Background: an optimization exercise with open tools, aiming at a short achievable clock period and few clock cycles. Do not read the settings as production practice. Function was checked by simulation only, so behaviour that the tests miss may differ from the original. No activity file was given, so power comes from the tool's default toggle rates.

`design/flow/design.v`:
```
`timescale 1ns / 1ps
module Build_imm(
input[31:0] instruction,
output[31:0] imm32
    );
wire [11:0] imm12_I, imm12_S, imm12_SB;
wire [19:0] imm20_U, imm20_UJ;
wire [31:0] imm_I, imm_S, imm_SB, imm_U, imm_UJ;
assign imm12_I = instruction[31:20];
assign imm_I = {{20{imm12_I[11]}}, imm12_I};
assign imm12_S = {instruction[31:25], instruction[11:7]};
assign imm_S = {{20{imm12_S[11]}}, imm12_S};
assign imm12_SB = {instruction[31], instruction[7], instruction[30:25], instruction[11:8]};
assign imm_SB = {{19{imm12_SB[11]}}, imm12_SB, 1'b0};
assign imm20_U = instruction[31:12];
assign imm_U = {imm20_U, 12'b0};
assign imm20_UJ = {instruction[31], instruction[19:12], instruction[20], instruction[30:21]};
assign imm_UJ = {{11{imm20_UJ[19]}}, imm20_UJ, 1'b0};
assign imm32 = (instruction[6:0] == 7'b0000011 ||  
                instruction[6:0] == 7'b0010011) ? imm_I :
               (instruction[6:0] == 7'b0100011) ? imm_S :
               (instruction[6:0] == 7'b1100011) ? imm_SB :
               (instruction[6:0] == 7'b0010111) ? imm_U :
               (instruction[6:0] == 7'b1101111) ? imm_UJ :
               32'h0000_0000;
endmodule
`timescale 1ns / 1ps
module Controller(
    input[21:0] Alu_resultHigh,  
    input [6:0] opcode,
    output Branch,
    output MemRead,
    output MemtoReg,
    output[1:0] ALUOp,
    output MemWrite,
    output ALUSrc,
    output RegWrite,
    output MemOrIOtoReg,  
    output IORead_singal,  
    output IOWrite_singal  
    );
    parameter LW_OP = 7'b000_0011;
    parameter SW_OP = 7'b010_0011;
    parameter BR_OP = 7'b110_0011;
    parameter JAL_OP = 7'b110_1111;
    parameter JALR_OP = 7'b110_0111;
    parameter R_TYPE_OP = 7'b011_0011;
    parameter I_TYPE_OP = 7'b001_0011;
    parameter HIGH_ADDR = 22'h3fffff;
    assign IORead_singal = (opcode == LW_OP && Alu_resultHigh == HIGH_ADDR) ? 1'b1 : 1'b0; 
    assign IOWrite_singal = (opcode == SW_OP && Alu_resultHigh == HIGH_ADDR) ? 1'b1 : 1'b0;
    assign MemOrIOtoReg = IORead_singal || IOWrite_singal;
    assign Branch = (opcode == BR_OP || opcode == JAL_OP || opcode == JALR_OP) ? 1'b1 : 1'b0;
    assign MemWrite = (opcode == SW_OP && IOWrite_singal == 1'b0) ? 1'b1 : 1'b0;
    assign MemRead = (opcode == LW_OP && IORead_singal == 1'b0) ? 1'b1 : 1'b0;
    assign MemtoReg = (opcode == LW_OP) ? 1'b1 : 1'b0;
    assign RegWrite = (opcode == R_TYPE_OP || opcode == LW_OP || opcode == I_TYPE_OP) ? 1'b1 : 1'b0;
    assign ALUOp = (opcode == R_TYPE_OP || opcode == I_TYPE_OP) ? 2'b10 :
                   (opcode == LW_OP || opcode == SW_OP || opcode == JALR_OP) ? 2'b00 :
                   (opcode == BR_OP) ? 2'b01 : 2'b11;
    assign ALUSrc = (opcode == LW_OP || opcode == I_TYPE_OP || opcode == SW_OP || opcode == JAL_OP || opcode == JALR_OP) ? 1'b1 : 1'b0;
endmodule
`timescale 1ns / 1ps
module Decoder(
    input clk,
    input reset,
    input[31:0] Instruction,
    input RegWrite,
    input[31:0] data_to_reg,
    input[31:0]next_PC_plus_4,
    output[31:0] imm32,
    output[2:0] funct3,
    output[6:0] funct7,
    output[31:0] read_data1,
    output[31:0] read_data2
    );
    integer i;
    parameter SW_OP = 7'b010_0011;
    parameter BR_OP = 7'b110_0011;
    parameter JAL_OP = 7'b110_1111;
    parameter JALR_OP = 7'b110_0111;
    wire [6:0] opcode;
    wire [4:0] register_address1;
    wire [4:0] register_address2;
    wire [4:0] return_address;
    wire [31:0] load_data;
    reg [31:0] register[0:31];
    assign opcode = Instruction[6:0];
    assign return_address = Instruction[11:7];
    assign register_address1 = Instruction[19:15];
    assign register_address2 = Instruction[24:20];
    assign funct3 = Instruction[14:12];
    assign funct7 = Instruction[31:25];
    Build_imm imm(.instruction(Instruction), .imm32(imm32));
    assign read_data1 = register[register_address1];
    assign read_data2 = register[register_address2];
    assign load_data = (opcode == 7'b000_0011 && funct3 == 3'b100) ? {24'h00_0000,data_to_reg[7:0]} :
                        (opcode == 7'b000_0011 && funct3 == 3'b000) ? {{24{data_to_reg[7]}},data_to_reg[7:0]} :
                        (opcode == JAL_OP) ? next_PC_plus_4 : data_to_reg;
    always@(posedge clk, negedge reset)begin
        if(reset == 1'b0) begin
            for(i=0;i<32;i=i+1) register[i] <= 32'h0000_0000;
        end else if(RegWrite == 1'b1) begin
            register[return_address] <= load_data;
        end else if(opcode == JAL_OP && return_address == 5'b00001)begin
            register[return_address] <= load_data;
        end
    end
endmodule
`timescale 1ns / 1ps
module ALU(
input[31:0] read_data1,
input[31:0] read_data2,
input[31:0] imm32,
input[1:0] ALUOp,
input[2:0] funct3,
input[6:0] funct7,
input ALUSrc,
input[6:0] opcode,
output[31:0] ALU_result,
output zero,
output check
    );
    wire func7;
    wire[3:0] ALUControl;
    wire[31:0] operand2;
    wire blt;
    wire bge;
    wire bltu;
    wire bgeu;
    wire signed [31:0] signed_data1;
    wire signed [31:0] signed_data2;
    wire [31:0]ALU_mux;
    assign func7 = funct7[5];
    assign operand2 = (ALUSrc == 1'b1)? imm32 : read_data2;
    assign ALUControl = (ALUOp == 2'b01 || (ALUOp == 2'b10 && funct3 == 3'b000 && func7 == 1'b1)) ? 4'b0110 :
                        (ALUOp == 2'b00 || (ALUOp == 2'b10 && funct3 == 3'b000)) ? 4'b0010 :
                        (ALUOp == 2'b10 && funct3 == 3'b111) ? 4'b0000 : 
                        (ALUOp == 2'b10 && funct3 == 3'b110) ? 4'b0001 : 
                        4'b1111;
     assign ALU_mux = (ALUControl == 4'b0010) ? read_data1 + operand2 :
                    (ALUControl == 4'b0110) ? read_data1 - operand2 :
                    (ALUControl == 4'b0000) ? read_data1 & operand2 :
                    (ALUControl == 4'b0001) ? read_data1 | operand2 :
                    (opcode == 7'b0010011 && funct3 == 3'b001) ? read_data1 << operand2 :
                    (opcode == 7'b0010011 && funct3 == 3'b101) ? read_data1 >> operand2 :
                    32'h00000000;
     assign signed_data1 = $signed(read_data1);
     assign signed_data2 = $signed(read_data2);
     assign blt  = signed_data1 < signed_data2;
     assign bge  = signed_data1 >= signed_data2;
     assign bltu = read_data1 < read_data2;
     assign bgeu = read_data1 >= read_data2;
     assign check = blt || bge || bltu || bgeu;
     assign zero = ((ALUOp == 2'b01 && ((funct3 == 3'b000 && ALU_mux == 32'h0000_0000) ||  
                (funct3 == 3'b001 && ALU_mux != 32'h0000_0000) ||  
                (funct3 == 3'b100 && blt == 1'b1) ||  
                (funct3 == 3'b101 && bge == 1'b1) ||  
                (funct3 == 3'b110 && bltu == 1'b1) ||  
                (funct3 == 3'b111 && bgeu == 1'b1)))) || 
                opcode == 7'b110_1111 || opcode == 7'b110_0111 ? 1'b1 : 1'b0; 
     assign ALU_result = ((ALUOp == 2'b01 && ((funct3 == 3'b000 && ALU_mux == 32'h0000_0000) || 
                        (funct3 == 3'b001 && ALU_mux != 32'h0000_0000) ||  
                        (funct3 == 3'b100 && blt == 1'b1) ||  
                        (funct3 == 3'b101 && bge == 1'b1) ||  
                        (funct3 == 3'b110 && bltu == 1'b1) ||  
                        (funct3 == 3'b111 && bgeu == 1'b1)))) ||  
                        opcode == 7'b110_1111 ? imm32 : ALU_mux;
endmodule
`timescale 1ns / 1ps
module MemOrIO(
    input button_a,
    input button_b,
    input button_model,
    input MemRead,
    input MemWrite,
    input IORead_singal,
    input IOWrite_singal,
    input[31:0] addr_in,  
    output[31:0] addr_out,  
    input[31:0] mem_read_data,  
    input[15:0] io_read_data,  
    output[31:0] rdata,  
    input[31:0] register_read_data,  
    output [31:0] write_data,
    output LEDCtrl,
    output SwitchCtrl,
    output DigitalCtrl,
    output[15:0] led_data,
    output[1:0] ledaddr
    );
    wire[31:0] WD;
    assign rdata = (IORead_singal && addr_in != 32'hffff_fc74 && addr_in != 32'hffff_fc78 && addr_in != 32'hffff_fc88) ? {16'h0000 ,io_read_data} :  
                    (IORead_singal && addr_in == 32'hffff_fc74) ? {31'b0,button_a} : 
                    (IORead_singal && addr_in == 32'hffff_fc78) ? {31'b0,button_b} :
                    (IORead_singal && addr_in == 32'hffff_fc88) ? {31'b0,button_model} : mem_read_data;
    assign WD = (MemWrite == 1'b1 || IOWrite_singal == 1'b1) ? register_read_data : 32'h0000_0000; 
    assign write_data = WD;
    assign led_data = (IOWrite_singal == 1'b1) ? WD[15:0] : 16'h0000;
    assign LEDCtrl = (IOWrite_singal == 1'b1) ? 1'b1 : 1'b0;
    assign SwitchCtrl = (IORead_singal == 1'b1) ? 1'b1 : 1'b0;
    assign DigitalCtrl = (IOWrite_singal == 1'b1) ? 1'b1 : 1'b0;
    assign addr_out = addr_in;
    assign ledaddr = (addr_in == 32'hffff_fc7c) ? 2'b10 :
                    (addr_in == 32'hffff_fc80) ? 2'b01 :
                    (addr_in == 32'hffff_fc84) ? 2'b11 :
                    2'b00;
endmodule
`timescale 1ns / 1ps
module IOread (
    input           reset,               
    input           ior,                 
    input           switchctrl,          
    input   [15:0]  ioread_data_switch,  
    output  [15:0]  ioread_data          
);
    assign ioread_data = (reset == 1'b0) ? 16'h0 : ioread_data_switch;
endmodule
`timescale 1ns / 1ps
module Leds (
    input			ledrst,
    input			led_clk,
    input			ledcs,
    input	[1:0]	ledaddr,	 
    input	[15:0]	ledwdata,	 
    output	[15:0]	ledout		 
);
    reg [15:0] ledout_design;
    assign ledout = ledout_design;
    always @ (posedge led_clk or negedge ledrst) begin
        if (ledrst == 1'b0)begin
            ledout_design <= 16'h0000;
        end
		else if(ledcs == 1'b1) begin
		    case(ledaddr)
		      2'b10: ledout_design[15:0] <= {ledwdata[7:0], ledout_design[7:0]};
		      2'b01: ledout_design[15:0] <= {ledout_design[15:8],ledwdata[7:0]};
		      2'b11: ledout_design[15:0] <= ledwdata[15:0];
		      default : ledout_design <= ledout_design;
		      endcase
		end else begin
		    ledout_design <= ledout_design;
		end
	end
endmodule
`timescale 1ns / 1ps
module DigitalOut(
input IOWrite_singal,
input clk,
input rst,
input[31:0] digital,
output reg [31:0] digital_tube
);
always@(posedge clk, negedge rst) begin
    if (rst == 1'b0) begin
        digital_tube <= 32'h0000_0000;
    end else if(IOWrite_singal == 1'b1) begin 
        digital_tube <= digital;
    end
end
endmodule
`timescale 1ns / 1ps
module Ana_Instruction(
input clk,
input reset,
input Branch,
input zero,
input[6:0] opcode,
input[31:0] ALU_result,
input[31:0] imem_data,
output[13:0] imem_addr,
output[31:0] Instruction,
output[31:0] next_PC_plus_4
    );
    reg[31:0] PC;
    assign next_PC_plus_4 = PC + 32'h0000_0004;
    assign imem_addr = PC[15:2];
    assign Instruction = imem_data;
    always@(posedge clk, negedge reset)begin
        if(reset == 1'b0)begin
            PC <= 32'h0000_0000;
        end else begin
            if(opcode == 7'b110_0111)begin 
                PC <= (Branch && zero) ? ALU_result : 32'h0000_0000;
            end else begin
                PC <= (Branch && zero) ? PC + ALU_result : PC + 32'h0000_0004;
            end
        end
    end
endmodule
`timescale 1ns / 1ps
module CPU(
input clk,
input reset,                     
input[15:0] io_read_dataP5R1,    
input button_a,
input button_b,
input button_model,
output[15:0] ledF6K2,            
output[31:0] digit,              
output[13:0] imem_addr,          
input[31:0] imem_data,           
output[13:0] dmem_addr,          
output[31:0] dmem_wdata,         
output dmem_we,                  
input[31:0] dmem_rdata           
    );
    wire[1:0] ledaddr;
    wire[15:0] led_input;
    wire[31:0] dagital;
    wire[15:0] io_read_data;
    wire[31:0] Instruction;
    wire[31:0] next_PC_plus_4;
    wire[6:0] opcode;
    wire[1:0] ALUOp;
    wire Branch;
    wire MemRead;
    wire MemtoReg;
    wire MemWrite;
    wire ALUSrc;
    wire RegWrite;
    wire MemOrIOtoReg;
    wire IORead_singal;
    wire IOWrite_singal;
    wire[31:0] data_to_reg;
    wire[31:0] imm32;
    wire[2:0] funct3;
    wire[6:0] funct7;
    wire[31:0] read_data1;
    wire[31:0] read_data2;
    wire zero;
    wire check;
    wire[31:0] ALU_result;
    wire[31:0] mem_addr;
    wire[31:0] mem_data_out;
    wire[31:0] rdata;
    wire[31:0] write_data;
    wire LEDCtrl;
    wire SwitchCtrl;
    wire DigitalCtrl;
    wire[15:0] led_data;
    assign dagital = write_data;
    assign led_input = led_data;
    assign opcode = Instruction[6:0];
    assign data_to_reg = (MemRead == 1'b1 || IORead_singal == 1'b1) ? rdata :
                        (opcode == 7'b0110011 || opcode == 7'b0010011) ? ALU_result : 
                        32'h0000_0000;
    Leds leds(.ledrst(reset),.led_clk(clk),
            .ledcs(LEDCtrl),.ledaddr(ledaddr),
            .ledwdata(led_input),.ledout(ledF6K2));
    DigitalOut digital_out(.IOWrite_singal(IOWrite_singal),
                .clk(clk),.rst(reset),
                .digital(dagital),.digital_tube(digit));
    IOread io_read(.reset(reset),.ior(IORead_singal),
                .switchctrl(SwitchCtrl),.ioread_data_switch(io_read_dataP5R1),
                .ioread_data(io_read_data));
    Ana_Instruction instruction(.clk(clk),.reset(reset),.Branch(Branch),
                        .zero(zero),.opcode(opcode),.ALU_result(ALU_result),
                        .imem_data(imem_data),.imem_addr(imem_addr),
                        .Instruction(Instruction),.next_PC_plus_4(next_PC_plus_4));
    Controller con(.Alu_resultHigh({ALU_result[31:10]}),.opcode(opcode),
                    .Branch(Branch),.MemRead(MemRead),
                    .MemtoReg(MemtoReg),.ALUOp(ALUOp),
                    .MemWrite(MemWrite),.ALUSrc(ALUSrc),
                    .RegWrite(RegWrite),.MemOrIOtoReg(MemOrIOtoReg),
                    .IORead_singal(IORead_singal),.IOWrite_singal(IOWrite_singal));
    Decoder decoder(.clk(clk),.reset(reset),.Instruction(Instruction),
                    .RegWrite(RegWrite),.data_to_reg(data_to_reg),.next_PC_plus_4(next_PC_plus_4),
                    .imm32(imm32),.funct3(funct3),.funct7(funct7),
                    .read_data1(read_data1),.read_data2(read_data2));
    ALU alu(.read_data1(read_data1),.read_data2(read_data2),
            .imm32(imm32),.ALUOp(ALUOp),.funct3(funct3),
            .funct7(funct7), .ALUSrc(ALUSrc),.opcode(opcode),
            .ALU_result(ALU_result),.zero(zero),.check(check));
    MemOrIO mem_or_io(.button_a(button_a),.button_b(button_b),.button_model(button_model),.MemRead(MemRead),.MemWrite(MemWrite),
                    .IORead_singal(IORead_singal),.IOWrite_singal(IOWrite_singal),
                    .addr_in(ALU_result),.addr_out(mem_addr),
                    .mem_read_data(mem_data_out),.io_read_data(io_read_data),
                    .rdata(rdata),.register_read_data(read_data2),
                    .write_data(write_data),.LEDCtrl(LEDCtrl),
                    .SwitchCtrl(SwitchCtrl),.DigitalCtrl(DigitalCtrl),.led_data(led_data),.ledaddr(ledaddr));
    assign dmem_addr = mem_addr[13:0];
    assign dmem_wdata = write_data;
    assign dmem_we = MemWrite;
    assign mem_data_out = dmem_rdata;
endmodule
```
`design/flow/run.sh`:
```
#!/bin/bash
# synth_recipe.tcl (not shown) runs the flow's synth.tcl, then flattens the netlist and writes it again
# the make line also repeats each setting of config.mk as NAME=value (left out here)
make -C /OpenROAD-flow-scripts/flow DESIGN_CONFIG=/design/flow/config.mk WORK_HOME=/design/flow/orfs CLKGATE_MAP_FILE= SYNTH_SCRIPT=/design/flow/synth_recipe.tcl finish
```
`design/flow/config.mk`:
```
export PLATFORM = sky130hd
export DESIGN_NAME = CPU
export DESIGN_NICKNAME = CPU
export VERILOG_FILES = /design/flow/design.v
export SDC_FILE = /design/flow/constraint.sdc
export NUM_CORES = 4
export LEC_CHECK = 0
export CAP_MARGIN = 20
export CORE_MARGIN = 2
export CORE_UTILIZATION = 30
export SETUP_SLACK_MARGIN = 0.2
export SLEW_MARGIN = 20
```
`design/flow/constraint.sdc`:
```
create_clock -name core_clock -period 14.0 [get_ports {clk}]
set_input_delay 2.8000 -clock core_clock [delete_from_list [all_inputs] [get_ports {clk}]]
set_output_delay 2.8000 -clock core_clock [all_outputs]
set_load 0.01 [all_outputs]
```
==> run summary <==
==> worst max-delay path, delay by kind of cell <==
family                     cells  cell delay, ps
and+or+nand+nor               10            1620
AOI/OAI and AO/OA             15            3410
buffers and inverters         12            2750
adders and majority gates      1             280
==> power by group through the flow <==
stage	combinational, mW	clock [mW]	sequential (mW)
after global routing	1.48	3.92	3.33
after global placement	1.34	0	3.38
after CTS	1.37	3.80	3.32
after detailed placement	1.34	0	3.38
final	1.44	3.77	3.32
after floorplan	0.552	0	3.33
==> through the flow <==
step                      instances  util, %
after floorplan                8882        -
final                         13400     39.8
after detailed placement      13100     37.2
after global placement        13100     37.2
after CTS                     13300     39.4
after global routing          13300     39.7
==> metal layers <==
| layer | track usage [%] | up-vias |
|---|---|---|
| met2 | 56.9 | 6758 |
| met5 | 0.176 | - |
| met1 | 52.3 | 42700 |
| li1 | - | 35400 |
| met3 | 12.0 | 1848 |
| met4 | 26.8 | 30 |
==> final timing paths <==
path / from / to / cells past startpoint
max in group asynchronous: reset / decoder.register[23][22]$_DFFE_PN0P_ / 4
min reg2reg: digital_out.digital_tube[7]$_DFFE_PN0N_ / digital_out.digital_tube[7]$_DFFE_PN0N_ / 1
max reg2reg: decoder.register[3][0]$_DFFE_PN0P_ / instruction.PC[30]$_DFF_PN0_ / 56
min in group asynchronous: reset / decoder.register[1][21]$_DFFE_PN0P_ / 1
min: digital_out.digital_tube[7]$_DFFE_PN0N_ / digital_out.digital_tube[7]$_DFFE_PN0N_ / 1
max: imem_data[17] / dmem_addr[6] / 38
==> timing repair <==
item / CTS / global route
pin swaps: 16 / 37
hold buffers: 0 / 0
cloned: 3 / 0
setup endpoints to repair: 31 / 25
endpoints found under the hold margin: 0 / 0
gates resized for setup: 109 / 164
buffers inserted: 17 / 22
==> state kept, by name, indices dropped and copies added (netlist names) <==
register / count
decoder.register: 1024
digital_out.digital_tube: 32
instruction.PC: 32
leds.ledout_design: 16
==> layout make-up <==
| cell class | instances | area [µm²] | area share, % |
|---|---|---|---|
| antenna | 41 | 103 | 0.108 |
| clock buffer | 182 | 3830 | 4.01 |
| clock inverter | 63 | 788 | 0.826 |
| inverter | 147 | 552 | 0.578 |
| multi-input combinational | 6729 | 41500 | 43.5 |
| sequential | 1104 | 27600 | 29.0 |
| tap | 3185 | 3990 | 4.18 |
| timing repair buffer | 1929 | 17000 | 17.8 |
==> kinds of logic after synthesis <==
group	after synthesis	share of synthesized area [%]
mux	93	1.33
flops	1104	38.3
simple gates	3840	26.1
compound gates	2571	24.3
xor+xnor	62	0.752
buf+inv	1050	6.50
fa+ha+maj	162	2.84
==> cell usage in the layout (no fill, tap or decap), types with 175 or more instances in the layout <==
cell type	Yosys	routed
and3_1	544	542
nand3_1	759	756
o31ai_1	487	484
o21ai_0	641	618
a22oi_1	187	186
nand4_1	286	286
nor2_1	492	442
nand2_1	1292	1265
buf_4	76	1564
clkdlybuf4s50_1	0	175
a21oi_1	306	284
dfrtp_1	1104	1104
==> qor.yml <==
outcome: "finished clean"
n_fill_cell: 24400
initial_utilization_pct: 30.1
setup_slack_ps: 294
grt_max_degree: 139
whs_ps: 473
p_int_mw: 5.92
synthFlopType: "dfrtp_1"
cap_violations: 0
route.met3.wl_um: 58300
port_buffers: 193
worstSkewPairLatency_ps: 880
slowest_delay_ps: 550
drt-vias-per-instance: 6.49
postSynthCellCount: 8882
yosysUniqueCellTypes: 109
die_w_um: 495
boundaryPins: 194
cts_tree: "yes"
gp_congestion: 1.07
holdCritPathClass: "reg2reg"
ys_seq_area_share_pct: 38.3
yosys-top-cells-count: "nand2_1, dfrtp_1, nand3_1, o21ai_0, clkbuf_1"
period_share_pct: 97.9
drt_wl_total_um: 506000
dieArea_mm2: 0.245
grt_pass1_wl_um: 687000
critPathMaxFanout: 18
drt_iter0_markers: 13900
cts_buffer_depth: 3
final_area_mm2: 0.0954
synth_warnings: 5
crit_top_cell: "buf_4"
irDropWorstVdd_mv: 0.0970
synth_edf_count: 0
critPathLaunchType: "input port"
drive_above_1_share_pct: 22.8
synth_top_cell_area_share_pct: 38.3
fin_crit_ps: 13710
postPlaceCellArea_mm2: 0.0893
wl_met2_um: 205000
rsz0062_at_grt: "true"
cts_max_level: 4
arrival_ps: 10910
clockPowerShare_pct: 44.2
fin_nets: 10300
routedWlPerCell_um: 37.8
netlist_area_mm2: 0.0722
cts_sinks: 1104
slew_violations: 0
dpl.hpwl_um: 368000
regToRegSetupSlack_ps: 2580
power.net_switching_mw: 2.60
async_flop_share_pct: 100
met1_length_um: 200000
ys_top_cells_by_area: "dfrtp_1, nand2_1, nand3_1, o31ai_1, and3_1"
num_vias: 86800
finalPower_mw: 8.53
drtAntennaViolNets: 0
relSlewSlack_pct: 18.7
yosysTopAreaCell: "dfrtp_1"
p_sw_share_pct: 30.5
synth-seq-cells: 1104
skew_ps: 71.0
cts-root-buf: "clkbuf_16"
p_comb_share_pct: 16.8
fmax_ghz: 0.0730
highest_layer: "met5"
grt.overflow.total: 0
leakagePower_nw: 43.1
clkTransAtPathRegs_ps: 60
grt_util_all_layers_pct: 40.1
core_area_mm2: 0.240
crit_type: "in2out"
grt_pass1_vias: 80900
cts_buffers: 138
required_ps: 11200
syn_to_final_growth_pct: 32.1
powerDensity_mw_per_mm2: 89.4
tightest_slew_ps: 1210
syn_nets: 9129
slowest_stage: "clkdlybuf4s50_1"
antenna_found_initial: 55
firstDrtPassIters: 6
fp.dieH_um: 495
critPathCaptureType: "primary output"
final.setup.tns_ps: 0
drcViolationCount: 0
row_count: 180
setup_viol: 0
syn_area_per_cell_um2: 8.13
hold_viol_final: 0
synth.most_common_cell: "nand2_1"
pre_cts_slack_ps: -1950
seq_power_share_pct: 39.0
Testbench counts, summed over its fixed seeds: cycles 130,013.

-- separate check: timing with driven ports --
No port has a modelled driver above. Below, the same layout with a new extraction and two added sets of constraints. Step 1: set_driving_cell puts a clkbuf_16 on clk and a buf_2 on each other input, an assumption about the parent block. Step 2 adds t to the input delays and takes it off the output delays; t is the mean of the earliest and latest rising clock arrival at the registers after step 1. Input paths then give back, and output paths get back, about the clock's delay inside the block. Slacks: ideal / step 1 / step 2; pairs: ideal / step 1.
shift t [ns]: 0.946
slack for setup (ns): 0.294 / 0.240 / -0.444
worst setup path at the end: input to register
worst data-port slew with drivers (ns): 0.14
With both steps, setup timing fails in this run, where it was met with ideal ports. The setup slack of this run moves by -0.054 ns with the drivers and by -0.738 ns with both steps.
